This is an optimization exercise on Yosys and OpenROAD, whose aim is small area, not a production implementation.
RTL that was checked went through simulation tests only; none was proved equivalent to the original.
Power figures rest on the tool's default switching activity, not on a simulated workload.

## indigo
==> flow/design.v (excerpt) <==
module Top_FirFilter_Flex (
    input  wire        iClk12M,
    input  wire        iRsn,
    input  wire        iEnSample600k,
    input  wire        iCoeffUpdateFlag,
    input  wire        iCsnRam,
    input  wire        iWrnRam,
    input  wire [5:0]  iAddrRam,
    input  wire [15:0] iWrDtRam,
    input  wire [2:0]  iFirIn,
    output reg  [15:0] oFirOut
);
clock: 10.0 ns
lec_check: 0
abc_area: 1
cap_margin: 20
core_margin: 2
core_utilization: 40
gpl_timing_driven: 0
slew_margin: 20
run.sh (not shown) runs the stock make flow with config.mk's settings and CLKGATE_MAP_FILE= SYNTH_SCRIPT=/design/flow/synth_recipe.tcl, a recipe that flattens the netlist after the stock synthesis.
The inputs of juniper differ from those of indigo as listed below.
- putting CTS_CLUSTER_SIZE at 30 where nothing was set
- clearing GPL_TIMING_DRIVEN, which used to be 0
- putting CTS_CLUSTER_DIAMETER at 100 where nothing was set
[summary]
Number of inverters outside the clock class in the layout of juniper exceeds that of indigo slightly. Compared with indigo, in juniper number of routed nets with antenna violations stayed essentially flat, portion of total power attributed to the clock network went down. juniper went all the way through the flow, and no timing, DRC or antenna check failed. indigo ended up with inst_Lane2.oAcc[6]$_SDFFE_PP0P_ as its capture point of the critical path; juniper ended up with inst_Lane3.oAcc[14]$_SDFFE_PP0P_.
For zinc, these inputs were changed with respect to juniper:
- CTS_CLUSTER_SIZE no longer set, was 30
- CTS_CLUSTER_DIAMETER no longer set, was 100
## What came out
- Against juniper, zinc reports a share of total power in the clock network that is higher.
- zinc reports a higher vias after detailed routing than juniper does.
- Any difference in highest attainable clock frequency between zinc and juniper is small enough to ignore.
- On final cell count: between zinc and juniper, it ends up higher for zinc.
- zinc falls short of juniper in power.
- zinc vs juniper on design area: zinc is the higher one.
- zinc packs its core more tightly than juniper.
- The first-iteration detailed-routing DRC count number comes out higher for zinc vs juniper.
The inputs of sierra differ from those of zinc as listed below.
- CTS_CLUSTER_SIZE now 25, previously not set
- CTS_CLUSTER_DIAMETER now 80, previously not set
==> comparison <==
- In summary, sierra completed successfully, with a layout that passed the timing, DRC and antenna checks.
- The power attributed to combinational cells of sierra and that of zinc are within noise of each other.
- Design area shrinks by a few percent when moving from zinc to sierra.
- Compared sierra against zinc; setup slack within noise.
- Between zinc and sierra, the difference in total area of multi-input combinational cells is negligible.
- In the metrics for zinc and sierra, the one carrying the lower buffer count excluding the clock tree in the final layout is zinc.
- | proportion of cell area occupied by registers | higher: sierra |
No run of this note included a check of the RTL's function; only the layout flow was run.

* * *

Setup of try-ember:
Top_FirFilter_Flex, a different RTL version from the one above (not shown whole).
For scale: about 4100 cells after synthesis, roughly 870 flip-flops, roughly 47 I/O pins.
clock: 10.0 ns
lec_check: 0
abc_area: 1
cap_margin: 20
core_margin: 2
core_utilization: 55
cts_cluster_diameter: 100
cts_cluster_size: 30
gpl_timing_driven: 0
place_density: 0.75
slew_margin: 20
--- input diff try-ember..try-maple ---
# try-ember
export LEC_CHECK = 0
export ABC_AREA = 1
export CAP_MARGIN = 20
export CORE_MARGIN = 2
export CORE_UTILIZATION = 55
export CTS_CLUSTER_DIAMETER = 100
export CTS_CLUSTER_SIZE = 30
export GPL_TIMING_DRIVEN = 0
export PLACE_DENSITY = 0.75
export SLEW_MARGIN = 20
create_clock -name core_clock -period 10.0 [get_ports {iClk12M}]
# try-maple
export LEC_CHECK = 0
export ABC_AREA = 1
export CAP_MARGIN = 20
export CORE_MARGIN = 2
export CORE_UTILIZATION = 40
export CTS_CLUSTER_DIAMETER = 100
export CTS_CLUSTER_SIZE = 30
export SLEW_MARGIN = 20
create_clock -name core_clock -period 10.0 [get_ports {iClk12M}]
Notes after the runs:
Summary of try-maple over try-ember: post-synthesis to final-layout area growth has increased, setup slack has increased.
Per the comparison of try-maple with try-ember, routability congestion estimate from global placement down 0.082; final routed wirelength across all metal layers down about 2.6%; area of combinational cells with multiple inputs up 0.36%; worst hold path depth flat.
Maximum single-stage delay on the critical path: try-ember vs try-maple, no meaningful difference
The final critical delay including setup and external delays of try-maple is lower than that of try-ember.
Edits applied to the flow inputs when going from try-maple to try-pepper:
# try-maple
export LEC_CHECK = 0
export ABC_AREA = 1
export CAP_MARGIN = 20
export CORE_MARGIN = 2
export CORE_UTILIZATION = 40
export CTS_CLUSTER_DIAMETER = 100
export CTS_CLUSTER_SIZE = 30
export SLEW_MARGIN = 20
create_clock -name core_clock -period 10.0 [get_ports {iClk12M}]
# try-pepper
export LEC_CHECK = 0
export ABC_AREA = 1
export CAP_MARGIN = 20
export CORE_MARGIN = 2
export CORE_UTILIZATION = 40
export CTS_CLUSTER_DIAMETER = 90
export CTS_CLUSTER_SIZE = 28
export GPL_TIMING_DRIVEN = 0
export SLEW_MARGIN = 20
create_clock -name core_clock -period 10.0 [get_ports {iClk12M}]
[summary]
- No stage failed in try-pepper, and the final checks on the layout all came back clean.
- | clock buffer count in the final layout | lower: try-maple |
- Going from try-maple to try-pepper, share of final-layout standard cells stronger than drive strength 1 shrinks by 1.9 points.
- Number of top-level pins came out exactly the same in try-maple and try-pepper.
- On cell count after placement, try-maple and try-pepper are neck and neck.
- Higher initial antenna violation count was reported by try-pepper, not try-maple.
- Of try-maple and try-pepper, the higher worst hold slack belongs to try-pepper.
- Going from try-maple to try-pepper, all-layer global routing usage grows by 1.8 points.
- On area growth from synthesis to layout, the lower figure sits with try-pepper, not try-maple.
- Net load switching power ended up about 4% higher on try-pepper than on try-maple.

* * *

the baseline:
Top_FirFilter_Flex again, from the RTL that the note above started with.
## Top_FirFilter_Flex
module Top_FirFilter_Flex (
    input  wire        iClk12M,
    input  wire        iRsn,
    input  wire        iEnSample600k,
    input  wire        iCoeffUpdateFlag,
    input  wire        iCsnRam,
    input  wire        iWrnRam,
    input  wire [5:0]  iAddrRam,
    input  wire [15:0] iWrDtRam,
    input  wire [2:0]  iFirIn,
    output reg  [15:0] oFirOut
);
Settings: LEC_CHECK=0, ABC_AREA=1, CAP_MARGIN=20, CORE_MARGIN=2, CORE_UTILIZATION=55, CTS_CLUSTER_DIAMETER=100, CTS_CLUSTER_SIZE=30, GPL_TIMING_DRIVEN=0, SLEW_MARGIN=20; clock period 10.0 ns.
The baseline completed end to end with timing, DRC and antenna clean.
#### Input delta (the candidate over the baseline)
-- flow/config.mk --
<<< the baseline, line 11
export CORE_UTILIZATION = 55
>>> the candidate, line 11
export CORE_UTILIZATION = 40
## What came out
- Number of DRC markers after the initial detailed-route iteration grows by a few percent when moving from the baseline to the candidate.
- Going from the baseline to the candidate, static leakage power held steady, multi-input gate share of total cell area shrank by 0.39 points, combinational share of power shrank by 0.4 points, number of nets in the synthesized netlist held steady.
- In the metrics for the candidate and the baseline, the one carrying the lower count of placed standard cells in the final layout, fillers left out is the baseline.
- The candidate: fmax is 0.0018 GHz lower than what the baseline reported.
- Looking at highest routing layer actually used, the met4 result is from the candidate; the met5 one comes from the baseline.
- Sort the candidate and the baseline by number of rows created at floorplan desc -> top: the candidate
- The baseline consumes less power than the candidate.

==> port drivers added, routing unchanged <==
How much do the figures lean on ideal ports? The routed layouts below were timed once more, with nothing changed but the port constraints.
Step 1, drivers: a clkbuf_16 drives iClk12M and a buf_2 each remaining input, both assumed.
Step 2 times the ports against the registers' clock, not the clock port: input delays grow and output delays shrink by t, the midpoint of the rising clock arrivals with the driver on.
Slacks: ideal ports / drivers / drivers and shift; pairs: ideal ports / drivers.
| run | t (ns) | setup slack, ns | clock arrival spread, ns | cell pins on the clock port's net |
|---|---|---|---|---|
| indigo | 0.715 | 0.392 / 0.392 / 0.392 | 0.065 / 0.065 | 1 |
| juniper | 0.683 | 0.414 / 0.414 / 0.414 | 0.048 / 0.048 | 1 |
| zinc | 0.714 | 0.430 / 0.430 / 0.430 | 0.042 / 0.042 | 1 |
| sierra | 0.691 | 0.428 / 0.428 / 0.428 | 0.050 / 0.050 | 1 |
| try-ember | 0.673 | 0.325 / 0.325 / 0.325 | 0.026 / 0.025 | 1 |
| try-maple | 0.666 | 0.455 / 0.455 / 0.455 | 0.096 / 0.095 | 1 |
| try-pepper | 0.662 | 0.388 / 0.388 / 0.388 | 0.064 / 0.064 | 1 |
| the baseline | 0.692 | 0.487 / 0.487 / 0.487 | 0.036 / 0.036 | 1 |
| the candidate | 0.667 | 0.320 / 0.320 / 0.320 | 0.045 / 0.044 | 1 |
After both steps every run listed still meets setup and hold.
